Background: an optimization exercise with open tools, aiming at small area. Do not read the settings as production practice.
At most, simulation tests tie the RTL to the original design; equivalence was not proved.

==> run a: inputs <==
Design converter, start of the top module:
module converter(
    input clk,
    input rst,
    input [31:0] im,
    input iop,
    output [31:0] result,
    output [7:0] pc1,
    output [7:0] pc2,
    output [7:0] pc3,
    output [7:0] pc4,
    output [7:0] pn5,
    output [7:0] pn6,
    output [7:0] pn7,
    output [7:0] pn8
);
==> module converter, before the edit <==
module converter(
    input clk,
    input rst,
    input [31:0] im,
    input iop,
    output [31:0] result,
    output [7:0] pc1,
    output [7:0] pc2,
    output [7:0] pc3,
    output [7:0] pc4,
    output [7:0] pn5,
    output [7:0] pn6,
    output [7:0] pn7,
    output [7:0] pn8
);
    reg [2:0] ph;        
    reg [26:0] rem;      
    reg [22:0] q;        
    assign result = {9'd0, q};
    reg [6:0] bits;
    always @(*) begin
        if (rst) bits = {3'b000, im[31:28]};
        else case (ph)
            3'd1: bits = im[27:21];
            3'd2: bits = im[20:14];
            3'd3: bits = im[13:7];
            default: bits = im[6:0];
        endcase
    end
    function [26:0] add(input [26:0] a, input [26:0] b);
        reg c;
        integer k;
        begin
            c = 1'b0;
            for (k = 0; k < 27; k = k + 1) begin
                add[k] = a[k] ^ b[k] ^ c;
                c = (a[k] & b[k]) | (c & (a[k] ^ b[k]));
            end
        end
    endfunction
    function [29:0] step4(input [26:0] r, input [1:0] m, input op);
        reg [2:0] d;
        reg [26:0] a;
        begin
            if (op) d = (r[10:8] >= 3'd1) + (r[10:8] >= 3'd2) + (r[10:8] >= 3'd3) + (r[10:8] >= 3'd4) + (r[10:8] >= 3'd5);
            else d = (r[26:23] >= 4'd3) + (r[26:23] >= 4'd6) + (r[26:23] >= 4'd9) + (r[26:23] >= 4'd12) + (r[26:23] >= 4'd15);
            a = (op ? {25'd0, m} : 27'd62137 * m) - (op ? 27'd1000 : 27'd100000000) * d;
            step4 = {d, add({r[24:0], 2'd0}, a)};
        end
    endfunction
    function [30:0] step8(input [26:0] r, input [2:0] m, input op);
        reg [3:0] d;
        reg [26:0] a;
        begin
            if (op) d = (r[10:7] >= 4'd1) + (r[10:7] >= 4'd2) + (r[10:7] >= 4'd3) + (r[10:7] >= 4'd4) + (r[10:7] >= 4'd5) + (r[10:7] >= 4'd6) + (r[10:7] >= 4'd7) + (r[10:7] >= 4'd8) + (r[10:7] >= 4'd9) + (r[10:7] >= 4'd10) + (r[10:7] >= 4'd11);
            else d = (r[26:22] >= 5'd3) + (r[26:22] >= 5'd6) + (r[26:22] >= 5'd9) + (r[26:22] >= 5'd12) + (r[26:22] >= 5'd15) + (r[26:22] >= 5'd18) + (r[26:22] >= 5'd21) + (r[26:22] >= 5'd24) + (r[26:22] >= 5'd27) + (r[26:22] >= 5'd30);
            a = (op ? {24'd0, m} : 27'd62137 * m) - (op ? 27'd1000 : 27'd100000000) * d;
            step8 = {d, add({r[23:0], 3'd0}, a)};
        end
    endfunction
    reg [26:0] r;
    reg [3:0] d0;
    reg [2:0] d1;
    reg [2:0] d2;
    always @(*) begin
        r = rst ? 27'd0 : rem;
        {d0, r} = step8(r, bits[6:4], iop);
        {d1, r} = step4(r, bits[3:2], iop);
        {d2, r} = step4(r, bits[1:0], iop);
    end
    wire last = !rst && ph == 3'd4;
    wire corr = last && (iop ? (r >= 27'd1000) : (r >= 27'd50000000));
    wire [7:0] s = ({5'd0, d0} << 4) + ({5'd0, d1} << 2) + ({5'd0, d2} << 0) + corr;
    reg [15:0] qhi;
    reg c;
    integer k;
    always @(*) begin
        c = s[7];
        for (k = 0; k < 16; k = k + 1) begin
            qhi[k] = (q[k] & !rst) ^ c;
            c = c & q[k] & !rst;
        end
    end
    always @(posedge clk) begin
        if (rst) ph <= 3'd1;
        else if (ph != 3'd5) ph <= ph + 3'd1;
        rem <= r;
        if (rst || ph != 3'd5) q <= {qhi, s[6:0]};
    end
    drawBits resultado(.v(q[13:0]), .s1(pc1), .s2(pc2), .s3(pc3), .s4(pc4));
    drawBits numero(.v(im[13:0]), .s1(pn5), .s2(pn6), .s3(pn7), .s4(pn8));
endmodule
Settings: LEC_CHECK=0, ABC_AREA=1, CAP_MARGIN=20, CORE_MARGIN=2, CORE_UTILIZATION=40, CTS_BUF_LIST=sky130_fd_sc_hd__clkbuf_8, CTS_CLUSTER_SIZE=10, SLEW_MARGIN=20; clock period 90.0 ns.
standard.sh (not shown) runs the stock make flow with config.mk's settings and CLKGATE_MAP_FILE= SYNTH_SCRIPT=/design/flow/synth_recipe.tcl, a recipe that flattens the netlist after the stock synthesis.
==> flow/flow/run.sh <==
#!/bin/bash
# Own layout flow: the standard ORFS flow, with an area-oriented ABC script
# for synthesis (no buffering/upsizing, no full-adder extraction) and small
# buffers on the ports. Each tool's full log stays under orfs/logs/; make's own
# output goes to flow_make.log in the work folder.
set -euo pipefail
W=$(pwd)
rm -rf "$W/myscripts"
cp -r "$FLOW_HOME/scripts" "$W/myscripts"
cp "$W/flow/abc_area.script" "$W/myscripts/abc_area.script"
bash "$W/standard.sh" \
    SCRIPTS_DIR="$W/myscripts" \
    ADDER_MAP_FILE= \
    ABC_AREA=1 \
    "BUFFER_PORTS_ARGS=-buffer_cell sky130_fd_sc_hd__buf_1" \
    finish > "$W/flow_make.log" 2>&1
==> flow/flow/abc_area.script <==
strash
&get -n
&deepsyn -T 20
&put
dch -f
amap
topo
==> run b: changes against run a <==
--- a/flow/design.v
+++ b/flow/design.v
@@ -16,3 +16,3 @@
     reg [2:0] ph;        
-    reg [26:0] rem;      
+    reg [27:0] rem;      
     reg [22:0] q;        
@@ -29,3 +29,3 @@
     end
-    function [26:0] add(input [26:0] a, input [26:0] b);
+    function [27:0] add28(input [27:0] a, input [27:0] b);
         reg c;
@@ -34,4 +34,4 @@
             c = 1'b0;
-            for (k = 0; k < 27; k = k + 1) begin
-                add[k] = a[k] ^ b[k] ^ c;
+            for (k = 0; k < 28; k = k + 1) begin
+                add28[k] = a[k] ^ b[k] ^ c;
                 c = (a[k] & b[k]) | (c & (a[k] ^ b[k]));
@@ -40,35 +40,39 @@
     endfunction
-    function [29:0] step4(input [26:0] r, input [1:0] m, input op);
+    function [30:0] step4(input [27:0] r, input [1:0] m, input op);
         reg [2:0] d;
-        reg [26:0] a;
+        reg [4:0] u;
+        reg [27:0] a;
         begin
-            if (op) d = (r[10:8] >= 3'd1) + (r[10:8] >= 3'd2) + (r[10:8] >= 3'd3) + (r[10:8] >= 3'd4) + (r[10:8] >= 3'd5);
-            else d = (r[26:23] >= 4'd3) + (r[26:23] >= 4'd6) + (r[26:23] >= 4'd9) + (r[26:23] >= 4'd12) + (r[26:23] >= 4'd15);
-            a = (op ? {25'd0, m} : 27'd62137 * m) - (op ? 27'd1000 : 27'd100000000) * d;
-            step4 = {d, add({r[24:0], 2'd0}, a)};
+            if (op) d = r[10:8];
+            else begin
+                u = r[27:23];
+                d = (u >= 5'd4) + (u >= 5'd6) + (u >= 5'd9) + (u >= 5'd12) + (u >= 5'd15);
+            end
+            a = (op ? {26'd0, m} : 28'd62137 * m) - (op ? 28'd1000 : 28'd100000000) * d;
+            step4 = {d, add28({r[25:0], 2'b00}, a)};
         end
     endfunction
-    function [30:0] step8(input [26:0] r, input [2:0] m, input op);
-        reg [3:0] d;
-        reg [26:0] a;
+    function [29:0] step2(input [27:0] r, input b, input op);
+        reg [1:0] d;
+        reg [27:0] a;
         begin
-            if (op) d = (r[10:7] >= 4'd1) + (r[10:7] >= 4'd2) + (r[10:7] >= 4'd3) + (r[10:7] >= 4'd4) + (r[10:7] >= 4'd5) + (r[10:7] >= 4'd6) + (r[10:7] >= 4'd7) + (r[10:7] >= 4'd8) + (r[10:7] >= 4'd9) + (r[10:7] >= 4'd10) + (r[10:7] >= 4'd11);
-            else d = (r[26:22] >= 5'd3) + (r[26:22] >= 5'd6) + (r[26:22] >= 5'd9) + (r[26:22] >= 5'd12) + (r[26:22] >= 5'd15) + (r[26:22] >= 5'd18) + (r[26:22] >= 5'd21) + (r[26:22] >= 5'd24) + (r[26:22] >= 5'd27) + (r[26:22] >= 5'd30);
-            a = (op ? {24'd0, m} : 27'd62137 * m) - (op ? 27'd1000 : 27'd100000000) * d;
-            step8 = {d, add({r[23:0], 3'd0}, a)};
+            if (op) d = r[10] ? 2'd2 : r[9] ? 2'd1 : 2'd0;
+            else d = (r[27] || (r[26] && r[25])) ? 2'd2 : r[26] ? 2'd1 : 2'd0;
+            a = (op ? {27'd0, b} : (b ? 28'd62137 : 28'd0)) - (op ? 28'd1000 : 28'd100000000) * d;
+            step2 = {d, add28({r[26:0], 1'b0}, a)};
         end
     endfunction
-    reg [26:0] r;
-    reg [3:0] d0;
-    reg [2:0] d1;
-    reg [2:0] d2;
+    reg [27:0] r;
+    reg [2:0] da, db, dc;
+    reg [1:0] de;
     always @(*) begin
-        r = rst ? 27'd0 : rem;
-        {d0, r} = step8(r, bits[6:4], iop);
-        {d1, r} = step4(r, bits[3:2], iop);
-        {d2, r} = step4(r, bits[1:0], iop);
+        r = rst ? 28'd0 : rem;
+        {da, r} = step4(r, bits[6:5], iop);
+        {db, r} = step4(r, bits[4:3], iop);
+        {dc, r} = step4(r, bits[2:1], iop);
+        {de, r} = step2(r, bits[0], iop);
     end
     wire last = !rst && ph == 3'd4;
-    wire corr = last && (iop ? (r >= 27'd1000) : (r >= 27'd50000000));
-    wire [7:0] s = ({5'd0, d0} << 4) + ({5'd0, d1} << 2) + ({5'd0, d2} << 0) + corr;
+    wire corr = last && (iop ? (r >= 28'd1000) : (r >= 28'd50000000));
+    wire [7:0] s = {da, 5'd0} + {db, 3'd0} + {dc, 1'b0} + de + corr;
     reg [15:0] qhi;
- CTS_CLUSTER_SIZE: 10 -> default
==> run c: changes against run a <==
--- a/flow/design.v
+++ b/flow/design.v
@@ -16,3 +16,3 @@
     reg [2:0] ph;        
-    reg [26:0] rem;      
+    reg [27:0] rem;      
     reg [22:0] q;        
@@ -29,3 +29,3 @@
     end
-    function [26:0] add(input [26:0] a, input [26:0] b);
+    function [27:0] add28(input [27:0] a, input [27:0] b);
         reg c;
@@ -34,4 +34,4 @@
             c = 1'b0;
-            for (k = 0; k < 27; k = k + 1) begin
-                add[k] = a[k] ^ b[k] ^ c;
+            for (k = 0; k < 28; k = k + 1) begin
+                add28[k] = a[k] ^ b[k] ^ c;
                 c = (a[k] & b[k]) | (c & (a[k] ^ b[k]));
@@ -40,35 +40,36 @@
     endfunction
-    function [29:0] step4(input [26:0] r, input [1:0] m, input op);
-        reg [2:0] d;
-        reg [26:0] a;
-        begin
-            if (op) d = (r[10:8] >= 3'd1) + (r[10:8] >= 3'd2) + (r[10:8] >= 3'd3) + (r[10:8] >= 3'd4) + (r[10:8] >= 3'd5);
-            else d = (r[26:23] >= 4'd3) + (r[26:23] >= 4'd6) + (r[26:23] >= 4'd9) + (r[26:23] >= 4'd12) + (r[26:23] >= 4'd15);
-            a = (op ? {25'd0, m} : 27'd62137 * m) - (op ? 27'd1000 : 27'd100000000) * d;
-            step4 = {d, add({r[24:0], 2'd0}, a)};
+    reg [27:0] r, addend;
+    reg [6:0] d0, d1;
+    integer i;
+    always @(*) begin
+        r = rst ? 28'd0 : rem;
+        for (i = 6; i >= 0; i = i - 1) begin
+            if (iop) begin
+                d1[i] = r[10];
+                d0[i] = !r[10] && r[9];
+            end else begin
+                d1[i] = r[27] || (r[26] && r[25]);
+                d0[i] = !d1[i] && r[26];
+            end
+            case ({iop, bits[i], d1[i], d0[i]})
+                4'b0000: addend = 28'd0;
+                4'b0001: addend = -28'd100000000;
+                4'b0010: addend = -28'd200000000;
+                4'b0100: addend = 28'd62137;
+                4'b0101: addend = 28'd62137 - 28'd100000000;
+                4'b0110: addend = 28'd62137 - 28'd200000000;
+                4'b1000: addend = 28'd0;
+                4'b1001: addend = -28'd1000;
+                4'b1010: addend = -28'd2000;
+                4'b1100: addend = 28'd1;
+                4'b1101: addend = 28'd1 - 28'd1000;
+                4'b1110: addend = 28'd1 - 28'd2000;
+                default: addend = 28'd0;
+            endcase
+            r = add28({r[26:0], 1'b0}, addend);
         end
-    endfunction
-    function [30:0] step8(input [26:0] r, input [2:0] m, input op);
-        reg [3:0] d;
-        reg [26:0] a;
-        begin
-            if (op) d = (r[10:7] >= 4'd1) + (r[10:7] >= 4'd2) + (r[10:7] >= 4'd3) + (r[10:7] >= 4'd4) + (r[10:7] >= 4'd5) + (r[10:7] >= 4'd6) + (r[10:7] >= 4'd7) + (r[10:7] >= 4'd8) + (r[10:7] >= 4'd9) + (r[10:7] >= 4'd10) + (r[10:7] >= 4'd11);
-            else d = (r[26:22] >= 5'd3) + (r[26:22] >= 5'd6) + (r[26:22] >= 5'd9) + (r[26:22] >= 5'd12) + (r[26:22] >= 5'd15) + (r[26:22] >= 5'd18) + (r[26:22] >= 5'd21) + (r[26:22] >= 5'd24) + (r[26:22] >= 5'd27) + (r[26:22] >= 5'd30);
-            a = (op ? {24'd0, m} : 27'd62137 * m) - (op ? 27'd1000 : 27'd100000000) * d;
-            step8 = {d, add({r[23:0], 3'd0}, a)};
-        end
-    endfunction
-    reg [26:0] r;
-    reg [3:0] d0;
-    reg [2:0] d1;
-    reg [2:0] d2;
-    always @(*) begin
-        r = rst ? 27'd0 : rem;
-        {d0, r} = step8(r, bits[6:4], iop);
-        {d1, r} = step4(r, bits[3:2], iop);
-        {d2, r} = step4(r, bits[1:0], iop);
     end
     wire last = !rst && ph == 3'd4;
-    wire corr = last && (iop ? (r >= 27'd1000) : (r >= 27'd50000000));
-    wire [7:0] s = ({5'd0, d0} << 4) + ({5'd0, d1} << 2) + ({5'd0, d2} << 0) + corr;
+    wire corr = last && (iop ? (r >= 28'd1000) : (r >= 28'd50000000));
+    reg [7:0] s;
     reg [15:0] qhi;
@@ -77,2 +78,8 @@
     always @(*) begin
+        c = corr;
+        for (k = 0; k < 7; k = k + 1) begin
+            s[k] = d0[k] ^ (k > 0 ? d1[k-1] : 1'b0) ^ c;
+            c = (d0[k] & (k > 0 ? d1[k-1] : 1'b0)) | (c & (d0[k] ^ (k > 0 ? d1[k-1] : 1'b0)));
+        end
+        s[7] = d1[6] | c;
         c = s[7];
@@ -86,4 +93,6 @@
         else if (ph != 3'd5) ph <= ph + 3'd1;
-        rem <= r;
-        if (rst || ph != 3'd5) q <= {qhi, s[6:0]};
+        if (rst || ph != 3'd5) begin
+            rem <= r;
+            q <= {qhi, s[6:0]};
+        end
     end
==> flow/run.sh (new file) <==
#!/bin/bash
# synth_recipe.tcl (not shown) runs the flow's synth.tcl, then flattens the netlist and writes it again
# the make line also repeats each setting of config.mk as NAME=value (left out here)
make -C /OpenROAD-flow-scripts/flow DESIGN_CONFIG=/design/flow/config.mk WORK_HOME=/design/flow/orfs CLKGATE_MAP_FILE= SYNTH_SCRIPT=/design/flow/synth_recipe.tcl finish
- CTS_BUF_LIST: sky130_fd_sc_hd__clkbuf_8 -> default
- CTS_CLUSTER_SIZE: 10 -> default
removed: flow/flow/run.sh
removed: flow/flow/abc_area.script
removed: flow/standard.sh
==> results.cfg <==
[status]
status = complete, no violations

[drt]
finalWirelength_mm = 34.2

[layout]
final_design_area_no_fill_sq_um = 15400

[sta]
final.setup.worst_slack_ns = 3.37
worst_slew_pin_slew_ns = 1.06

[synthesis]
synth-xor-area-share = 0.0127
post_synth_instance_area_sq_um = 13100
synth_cells = 1884
synth.yosys.seq_area_share = 0.121

[worst_setup_path]
crit_top_cell = fa_1
crit_start = rst
slowest_stage_cell_cp = fa_2

[placed_design]
gp_routability_congestion = 0.885
Source of the figures above: run c

==> results.cfg <==
[worst_setup_path]
crit_start = rst
crit_top_cell = nand2_1
slowest_stage_cell_cp = o21ai_0

[sta]
unrepaired_setup_endpoints_after_global_routing = no
worst_slew_pin_slew_ns = 0.809
final.setup.worst_slack_ns = 37.70

[placed_design]
gp_routability_congestion = 0.890

[drt]
finalWirelength_mm = 27.8

[synthesis]
synth.lib_cells_used.distinct = 43
synth_cells = 1658
synth-xor-area-share = 0.00296
post_synth_instance_area_sq_um = 8870

[clock_tree]
cts.clk_slew.worst_paths_ns = 0.12

[grt]
groute.layer.met3.usage = 0.0159

[layout]
final_design_area_no_fill_sq_um = 9730

[status]
status = complete, no violations
Source of the figures above: run b

==> results.cfg <==
[placed_design]
dp_slack_ns = 44.95

[worst_setup_path]
crit_top_cell = nor2_1
cp.depth = 57
crit_start = im[13]

[layout]
registers_with_the_highest_flip_flop_counts = rem: 27 flops, q: 23 flops, ph: 3 flops
final_design_area_no_fill_sq_um = 9370
area.growth.synth_to_final_pct = 10.4

[synthesis]
synth.yosys.seq_area_share = 0.152
synth_cells = 1585
post_synth_instance_area_sq_um = 8490

[drt]
finalWirelength_mm = 25.6

[sta]
worst_slew_pin_slew_ns = 0.908
final.setup.worst_slack_ns = 44.84

[status]
status = complete, no violations
Source of the figures above: run a

Function not checked in run b: the RTL went through the layout flow alone.

re-timing with driven ports:
Ports are ideal in the flow. The routed layouts listed here were re-timed in OpenROAD.
Step 1 assumes that a clkbuf_16 drives the clock port and a buf_2 every other input.
Step 2, shift: input delay + t, output delay - t, t = (earliest + latest rising clock arrival at the registers) / 2. This alone moves slack from input paths to output paths.
a / b / c = no drivers / after step 1 / after step 2; a / b = the first two.
run | t (ns) | setup slack, ns | worst setup path at the end | clock arrival spread, ns
run a | 0.372 | 44.844 / 44.824 / 44.824 | input to output | 0.009 / 0.009
run b | 0.379 | 37.700 / 37.717 / 37.339 | input to register | 0.017 / 0.017
run c | 0.343 | 3.371 / 3.360 / 3.017 | input to register | 0.008 / 0.008
After both steps setup and hold are still met in every run listed. The setup slack of run b, which loses most, moves by +0.017 ns with the drivers and by -0.361 ns with both steps.
